Background: an optimization exercise with open tools, aiming at small area. Do not read the settings as production practice. The RTL was checked by simulation tests, not by an equivalence proof against the original design. No activity file was given, so power comes from the tool's default toggle rates.

==> run Z <==
==> flow/design.v (excerpt) <==
module tinycpu(
    input         clk,
    input         rstn,           
    input         stall,          
    input  [31:0] instr,          
    output [5:0]  imem_addr,      
    output        rf_we,          
    output [4:0]  rf_waddr,
    output [31:0] rf_wdata,
    output        dm_we,          
    output        dm_half,        
    output [4:0]  dm_addr,
    output [31:0] dm_wdata
    );
==> flow/config.mk <==
export PLATFORM = sky130hd
export DESIGN_NAME = tinycpu
export DESIGN_NICKNAME = tinycpu
export VERILOG_FILES = /design/flow/design.v
export SDC_FILE = /design/flow/constraint.sdc
export NUM_CORES = 8
export LEC_CHECK = 0
export CAP_MARGIN = 20
export CORE_MARGIN = 2
export CORE_UTILIZATION = 60
export SETUP_SLACK_MARGIN = 0.2
export SLEW_MARGIN = 20
export SYNTH_HIERARCHICAL = 1
export SYNTH_MINIMUM_KEEP_SIZE = 0
==> flow/constraint.sdc <==
create_clock -name core_clock -period 15.0 [get_ports {clk}]
set_input_delay 3.0000 -clock core_clock [delete_from_list [all_inputs] [get_ports {clk}]]
set_output_delay 3.0000 -clock core_clock [all_outputs]
set_load 0.01 [all_outputs]
standard.sh (not shown) runs the stock make flow with config.mk's settings and CLKGATE_MAP_FILE= SYNTH_SCRIPT=/design/flow/synth_recipe.tcl, a recipe that flattens the netlist after the stock synthesis.
==> flow/flow/run.sh <==
#!/bin/bash
# Own layout flow: the standard ORFS layout (standard.sh, which runs the
# standard synthesis unchanged) with a leaner clock tree (no dummy loads, sink
# clusters of up to 25 flip-flops on clkbuf_16) and the smallest buffer on the
# ports. The full output of the flow goes to flow.log in this folder; ORFS keeps
# each step's own log under orfs/logs/.
set -euo pipefail
export CTS_ARGS="-sink_clustering_enable -repair_clock_nets -dont_use_dummy_load -buf_list sky130_fd_sc_hd__clkbuf_16 -sink_clustering_size 25 -sink_clustering_max_diameter 80"
export BUFFER_PORTS_ARGS="-buffer_cell sky130_fd_sc_hd__buf_1"
bash standard.sh > flow.log 2>&1
==> run R: changes against run Z <==
--- a/flow/design.v
+++ b/flow/design.v
@@ -1,38 +1,27 @@
 `timescale 1ns / 1ps
 module alu_add(input [31:0] a, input [31:0] b, output [31:0] s);
-    wire [31:0] p, g, c;
-    alu_pg    pg (.a(a), .b(b), .p(p), .g(g));
-    alu_carry cy (.p(p), .g(g), .c(c));
-    alu_sum   sm (.p(p), .c(c), .s(s));
-endmodule
-module alu_pg(input [31:0] a, input [31:0] b, output [31:0] p, output [31:0] g);
-    assign p = a ^ b;
-    assign g = a & b;
-endmodule
-module alu_sum(input [31:0] p, input [31:0] c, output [31:0] s);
-    assign s = p ^ {c[30:0], 1'b0};
-endmodule
-module alu_carry(input [31:0] p, input [31:0] g, output [31:0] c);
+    wire [31:0] g0 = a & b;
+    wire [31:0] p0 = a ^ b;
     reg  [31:0] G, P;
     integer i, d;
     always @(*) begin
-        G = g;
-        P = p;
+        G = g0;
+        P = p0;
         for (d = 1; d < 32; d = d * 2)
             for (i = 2 * d - 1; i < 32; i = i + 2 * d) begin
                 G[i] = G[i] | (P[i] & G[i - d]);
                 P[i] = P[i] & P[i - d];
             end
         for (d = 8; d >= 1; d = d / 2)
             for (i = 3 * d - 1; i < 32; i = i + 2 * d) begin
                 G[i] = G[i] | (P[i] & G[i - d]);
                 P[i] = P[i] & P[i - d];
             end
     end
-    assign c = G;
+    assign s = p0 ^ {G[30:0], 1'b0};
 endmodule
 `timescale 1ns / 1ps
 module sel31(input [31:1] s, input [31:1] d, output y);
     wire [10:0] n;
     genvar i;
     generate
@@ -76,24 +65,12 @@
 endmodule
 module sel4(input [3:0] s, input [3:0] d, output y);
     assign y = |(s & d);
 endmodule
 module wb_bit(input [3:0] rs, input [3:0] rd, input as, input ad, output y);
     assign y = |(rs & rd) | (as & ad);
-endmodule
-module hold #(parameter W = 32) (input [W-1:0] q, input we, input wen, input [W-1:0] w,
-                                 output [W-1:0] d);
-    genvar i;
-    generate
-        for (i = 0; i < W; i = i + 1) begin : g_b
-            c_a22o u (.a1(q[i]), .a2(wen), .b1(w[i]), .b2(we), .y(d[i]));
-        end
-    endgenerate
-endmodule
-module c_a22o(input a1, a2, b1, b2, output y);
-    assign y = (a1 & a2) | (b1 & b2);
 endmodule
 module c_a222oi(input a1, a2, b1, b2, c1, c2, output y);
     assign y = ~((a1 & a2) | (b1 & b2) | (c1 & c2));
 endmodule
 module c_nand2(input a, b, output y);
     assign y = ~(a & b);
@@ -147,16 +124,14 @@
 reg  [31:1] v;                  
 wire [31:0] wdata;
 wire        rf_wen = rf_we & ~stall;
 generate
     for (g = 1; g < 32; g = g + 1) begin : g_reg
         wire we_g = rf_wen & (rd == g);
-        wire [31:0] next_g;
-        hold #(32) h (.q(r[g]), .we(we_g), .wen(~we_g), .w(wdata), .d(next_g));
         always @(posedge clk)
-            r[g] <= next_g;
+            if (we_g) r[g] <= wdata;
         always @(posedge clk or negedge rstn)
             if (!rstn)
                 v[g] <= 1'b0;
             else if (we_g)
                 v[g] <= 1'b1;
     end
@@ -233,39 +208,38 @@
     end
 endgenerate
 wire dm_wen = is_s & ~stall;
 generate
     for (g = 0; g < 32; g = g + 1) begin : g_byte
         wire we_g = dm_wen & cs[g % 4][g / 4] & (kk[g % 4][0] | kk[g % 4][1] | ~half);
-        wire [7:0] next_g;
-        hold #(8) h (.q(m[g]), .we(we_g), .wen(~we_g), .w(st[g % 4]), .d(next_g));
         always @(posedge clk)
-            m[g] <= next_g;
+            if (we_g)
+                m[g] <= st[g % 4];
         always @(posedge clk or negedge rstn)
             if (!rstn)
                 mv[g] <= 1'b0;
             else if (we_g)
                 mv[g] <= 1'b1;
     end
 endgenerate
-wire alu_ok = (is_r & (f3 == 3'b000) & (f7 == 7'b0)) | (is_i & (f3 == 3'b000)) | is_s;
+wire add_ok = op[4] & (f3 == 3'b000) & (~op[5] | (f7 == 7'b0));
 reg  [3:0] rot [0:3];
 always @(*)
     for (i = 0; i < 4; i = i + 1)
         for (j = 0; j < 4; j = j + 1)
-            rot[i][j] = is_l & kk[j][i] & (i < 2 | ~half);
+            rot[i][j] = ~op[4] & kk[j][i] & (i < 2 | ~half);
 generate
     for (b = 0; b < 32; b = b + 1) begin : g_wb
         wb_bit u (.rs(rot[b / 8]),
                   .rd({z[3][b % 8], z[2][b % 8], z[1][b % 8], z[0][b % 8]}),
-                  .as(alu_ok), .ad(sum[b]), .y(wdata[b]));
+                  .as(add_ok), .ad(sum[b]), .y(wdata[b]));
     end
 endgenerate
 assign imem_addr = pc;
 assign rf_we     = is_r | is_i | is_l;
 assign rf_waddr  = rd;
 assign rf_wdata  = wdata;
 assign dm_we     = is_s;
-assign dm_half   = (is_l | is_s) & half;
-assign dm_addr   = a & {5{alu_ok | is_l}};
+assign dm_half   = half;
+assign dm_addr   = a;
 assign dm_wdata  = rs2_data;
 endmodule
==> flow/run.sh (new file) <==
#!/bin/bash
# synth_recipe.tcl (not shown) runs the flow's synth.tcl, then flattens the netlist and writes it again
# the make line also repeats each setting of config.mk as NAME=value (left out here)
make -C /OpenROAD-flow-scripts/flow DESIGN_CONFIG=/design/flow/config.mk WORK_HOME=/design/flow/orfs CLKGATE_MAP_FILE= SYNTH_SCRIPT=/design/flow/synth_recipe.tcl finish
- CORE_UTILIZATION: 60 -> 50
- CTS_BUF_LIST: default -> sky130_fd_sc_hd__clkbuf_4 sky130_fd_sc_hd__clkbuf_8
- CTS_CLUSTER_DIAMETER: default -> 40
- CTS_CLUSTER_SIZE: default -> 10
removed: flow/flow/run.sh
removed: flow/standard.sh
==> run M: changes against run Z <==
--- a/flow/design.v
+++ b/flow/design.v
@@ -1,38 +1,27 @@
 `timescale 1ns / 1ps
 module alu_add(input [31:0] a, input [31:0] b, output [31:0] s);
-    wire [31:0] p, g, c;
-    alu_pg    pg (.a(a), .b(b), .p(p), .g(g));
-    alu_carry cy (.p(p), .g(g), .c(c));
-    alu_sum   sm (.p(p), .c(c), .s(s));
-endmodule
-module alu_pg(input [31:0] a, input [31:0] b, output [31:0] p, output [31:0] g);
-    assign p = a ^ b;
-    assign g = a & b;
-endmodule
-module alu_sum(input [31:0] p, input [31:0] c, output [31:0] s);
-    assign s = p ^ {c[30:0], 1'b0};
-endmodule
-module alu_carry(input [31:0] p, input [31:0] g, output [31:0] c);
+    wire [31:0] g0 = a & b;
+    wire [31:0] p0 = a ^ b;
     reg  [31:0] G, P;
     integer i, d;
     always @(*) begin
-        G = g;
-        P = p;
+        G = g0;
+        P = p0;
         for (d = 1; d < 32; d = d * 2)
             for (i = 2 * d - 1; i < 32; i = i + 2 * d) begin
                 G[i] = G[i] | (P[i] & G[i - d]);
                 P[i] = P[i] & P[i - d];
             end
         for (d = 8; d >= 1; d = d / 2)
             for (i = 3 * d - 1; i < 32; i = i + 2 * d) begin
                 G[i] = G[i] | (P[i] & G[i - d]);
                 P[i] = P[i] & P[i - d];
             end
     end
-    assign c = G;
+    assign s = p0 ^ {G[30:0], 1'b0};
 endmodule
 `timescale 1ns / 1ps
 module sel31(input [31:1] s, input [31:1] d, output y);
     wire [10:0] n;
     genvar i;
     generate
@@ -76,24 +65,12 @@
 endmodule
 module sel4(input [3:0] s, input [3:0] d, output y);
     assign y = |(s & d);
 endmodule
 module wb_bit(input [3:0] rs, input [3:0] rd, input as, input ad, output y);
     assign y = |(rs & rd) | (as & ad);
-endmodule
-module hold #(parameter W = 32) (input [W-1:0] q, input we, input wen, input [W-1:0] w,
-                                 output [W-1:0] d);
-    genvar i;
-    generate
-        for (i = 0; i < W; i = i + 1) begin : g_b
-            c_a22o u (.a1(q[i]), .a2(wen), .b1(w[i]), .b2(we), .y(d[i]));
-        end
-    endgenerate
-endmodule
-module c_a22o(input a1, a2, b1, b2, output y);
-    assign y = (a1 & a2) | (b1 & b2);
 endmodule
 module c_a222oi(input a1, a2, b1, b2, c1, c2, output y);
     assign y = ~((a1 & a2) | (b1 & b2) | (c1 & c2));
 endmodule
 module c_nand2(input a, b, output y);
     assign y = ~(a & b);
@@ -147,16 +124,14 @@
 reg  [31:1] v;                  
 wire [31:0] wdata;
 wire        rf_wen = rf_we & ~stall;
 generate
     for (g = 1; g < 32; g = g + 1) begin : g_reg
         wire we_g = rf_wen & (rd == g);
-        wire [31:0] next_g;
-        hold #(32) h (.q(r[g]), .we(we_g), .wen(~we_g), .w(wdata), .d(next_g));
         always @(posedge clk)
-            r[g] <= next_g;
+            if (we_g) r[g] <= wdata;
         always @(posedge clk or negedge rstn)
             if (!rstn)
                 v[g] <= 1'b0;
             else if (we_g)
                 v[g] <= 1'b1;
     end
@@ -233,39 +208,38 @@
     end
 endgenerate
 wire dm_wen = is_s & ~stall;
 generate
     for (g = 0; g < 32; g = g + 1) begin : g_byte
         wire we_g = dm_wen & cs[g % 4][g / 4] & (kk[g % 4][0] | kk[g % 4][1] | ~half);
-        wire [7:0] next_g;
-        hold #(8) h (.q(m[g]), .we(we_g), .wen(~we_g), .w(st[g % 4]), .d(next_g));
         always @(posedge clk)
-            m[g] <= next_g;
+            if (we_g)
+                m[g] <= st[g % 4];
         always @(posedge clk or negedge rstn)
             if (!rstn)
                 mv[g] <= 1'b0;
             else if (we_g)
                 mv[g] <= 1'b1;
     end
 endgenerate
-wire alu_ok = (is_r & (f3 == 3'b000) & (f7 == 7'b0)) | (is_i & (f3 == 3'b000)) | is_s;
+wire add_ok = op[4] & (f3 == 3'b000) & (~op[5] | (f7 == 7'b0));
 reg  [3:0] rot [0:3];
 always @(*)
     for (i = 0; i < 4; i = i + 1)
         for (j = 0; j < 4; j = j + 1)
-            rot[i][j] = is_l & kk[j][i] & (i < 2 | ~half);
+            rot[i][j] = ~op[4] & kk[j][i] & (i < 2 | ~half);
 generate
     for (b = 0; b < 32; b = b + 1) begin : g_wb
         wb_bit u (.rs(rot[b / 8]),
                   .rd({z[3][b % 8], z[2][b % 8], z[1][b % 8], z[0][b % 8]}),
-                  .as(alu_ok), .ad(sum[b]), .y(wdata[b]));
+                  .as(add_ok), .ad(sum[b]), .y(wdata[b]));
     end
 endgenerate
 assign imem_addr = pc;
 assign rf_we     = is_r | is_i | is_l;
 assign rf_waddr  = rd;
 assign rf_wdata  = wdata;
 assign dm_we     = is_s;
-assign dm_half   = (is_l | is_s) & half;
-assign dm_addr   = a & {5{alu_ok | is_l}};
+assign dm_half   = half;
+assign dm_addr   = a;
 assign dm_wdata  = rs2_data;
 endmodule
==> flow/run.sh (new file) <==
#!/bin/bash
# synth_recipe.tcl (not shown) runs the flow's synth.tcl, then flattens the netlist and writes it again
# the make line also repeats each setting of config.mk as NAME=value (left out here)
make -C /OpenROAD-flow-scripts/flow DESIGN_CONFIG=/design/flow/config.mk WORK_HOME=/design/flow/orfs CLKGATE_MAP_FILE= SYNTH_SCRIPT=/design/flow/synth_recipe.tcl finish
- CORE_UTILIZATION: 60 -> 50
- CTS_BUF_LIST: default -> sky130_fd_sc_hd__clkbuf_8
- CTS_CLUSTER_DIAMETER: default -> 50
- CTS_CLUSTER_SIZE: default -> 14
removed: flow/flow/run.sh
removed: flow/standard.sh
==> reports/results.md <==
## Outcome
• **status** timing/DRC/antenna clean

## Timing
• **Peak Freq** 69.3 MHz
• **Worst Setup Slack, final** 0.561 ns

## Layout
• **final instance area** 0.0615 mm^2
• **fill cell total of the finished layout** 8305
• **area of the multi-input gates** 0.0150 mm^2

## Floorplanning
• **DIE WIDTH** 333 um
• **initial core utilization** 0.505

## CTS
• **clk root buf** sky130_fd_sc_hd__clkbuf_8

## Route
• **Met3 Wirelength** 35.3 mm

Source of the figures above: run M

==> reports/results.md <==
## Worst setup path
• **capturing instance or port of the critical path** rf_wdata[25]
• **endpoint of the worst register-to-register path** r[10][25]

## Layout
• **area of the multi-input gates** 0.0150 mm^2
• **number of nets in the final layout** 3814
• **final instance area** 0.0622 mm^2
• **fill cell total of the finished layout** 8259

## Floorplanning
• **DIE WIDTH** 333 um
• **initial core utilization** 0.505

## Timing
• **max-slew violation count** 0
• **Peak Freq** 69.0 MHz
• **Worst Setup Slack, final** 0.510 ns

## Pwr
• **fraction of power spent switching nets** 0.239

## CTS
• **clock tree from TritonCTS** built
• **clk root buf** sky130_fd_sc_hd__clkbuf_8

## Outcome
• **status** timing/DRC/antenna clean

## Route
• **Met3 Wirelength** 37.0 mm

## Synthesis
• **syn_nets** 3377

Source of the figures above: run R

==> reports/results.md <==
## CTS
• **clk root buf** sky130_fd_sc_hd__clkbuf_16

## Timing
• **Worst Setup Slack, final** 0.779 ns
• **Peak Freq** 70.3 MHz

## Layout
• **non-clock buffer contribution to total cell area** 0.0313
• **fill cell total of the finished layout** 7009
• **area of the multi-input gates** 0.0259 mm^2

## Floorplanning
• **initial core utilization** 0.607
• **DIE WIDTH** 301 um

## Placed design
• **Cells after DPL** 6030

## Route
• **final routed DRC violation total** 0
• **Met3 Wirelength** 45.2 mm

## Outcome
• **status** timing/DRC/antenna clean

Source of the figures above: run Z

[re-timing with driven ports]
In the flow no input, the clock included, has a driving cell. The finished layouts below were timed again as built, in two steps.
Step 1 sets driving cells, clkbuf_16 on the clock port and buf_2 on the other inputs (assumed; they add their load-dependent delay and slew).
Step 2, shift: input delay + t, output delay - t, t = (earliest + latest rising clock arrival at the registers) / 2. This alone moves slack from input paths to output paths.
a / b / c = no drivers / after step 1 / after step 2; a / b = the first two.
| run | t (ns) | slack for setup (ns) | worst hold slack (ns) | worst setup path at the end |
|---|---|---|---|---|
| run Z | 0.734 | 0.779 / 0.711 / 0.711 | 0.451 / 0.451 / 0.451 | input to output |
| run R | 0.937 | 0.510 / 0.472 / 0.472 | 0.454 / 0.454 / 0.454 | input to output |
| run M | 0.928 | 0.561 / 0.529 / 0.529 | 0.455 / 0.455 / 0.455 | input to output |
After both steps setup and hold are still met in every run listed. For run Z, which loses most, drivers alone change the setup slack by -0.068 ns; drivers and shift together by -0.068 ns.
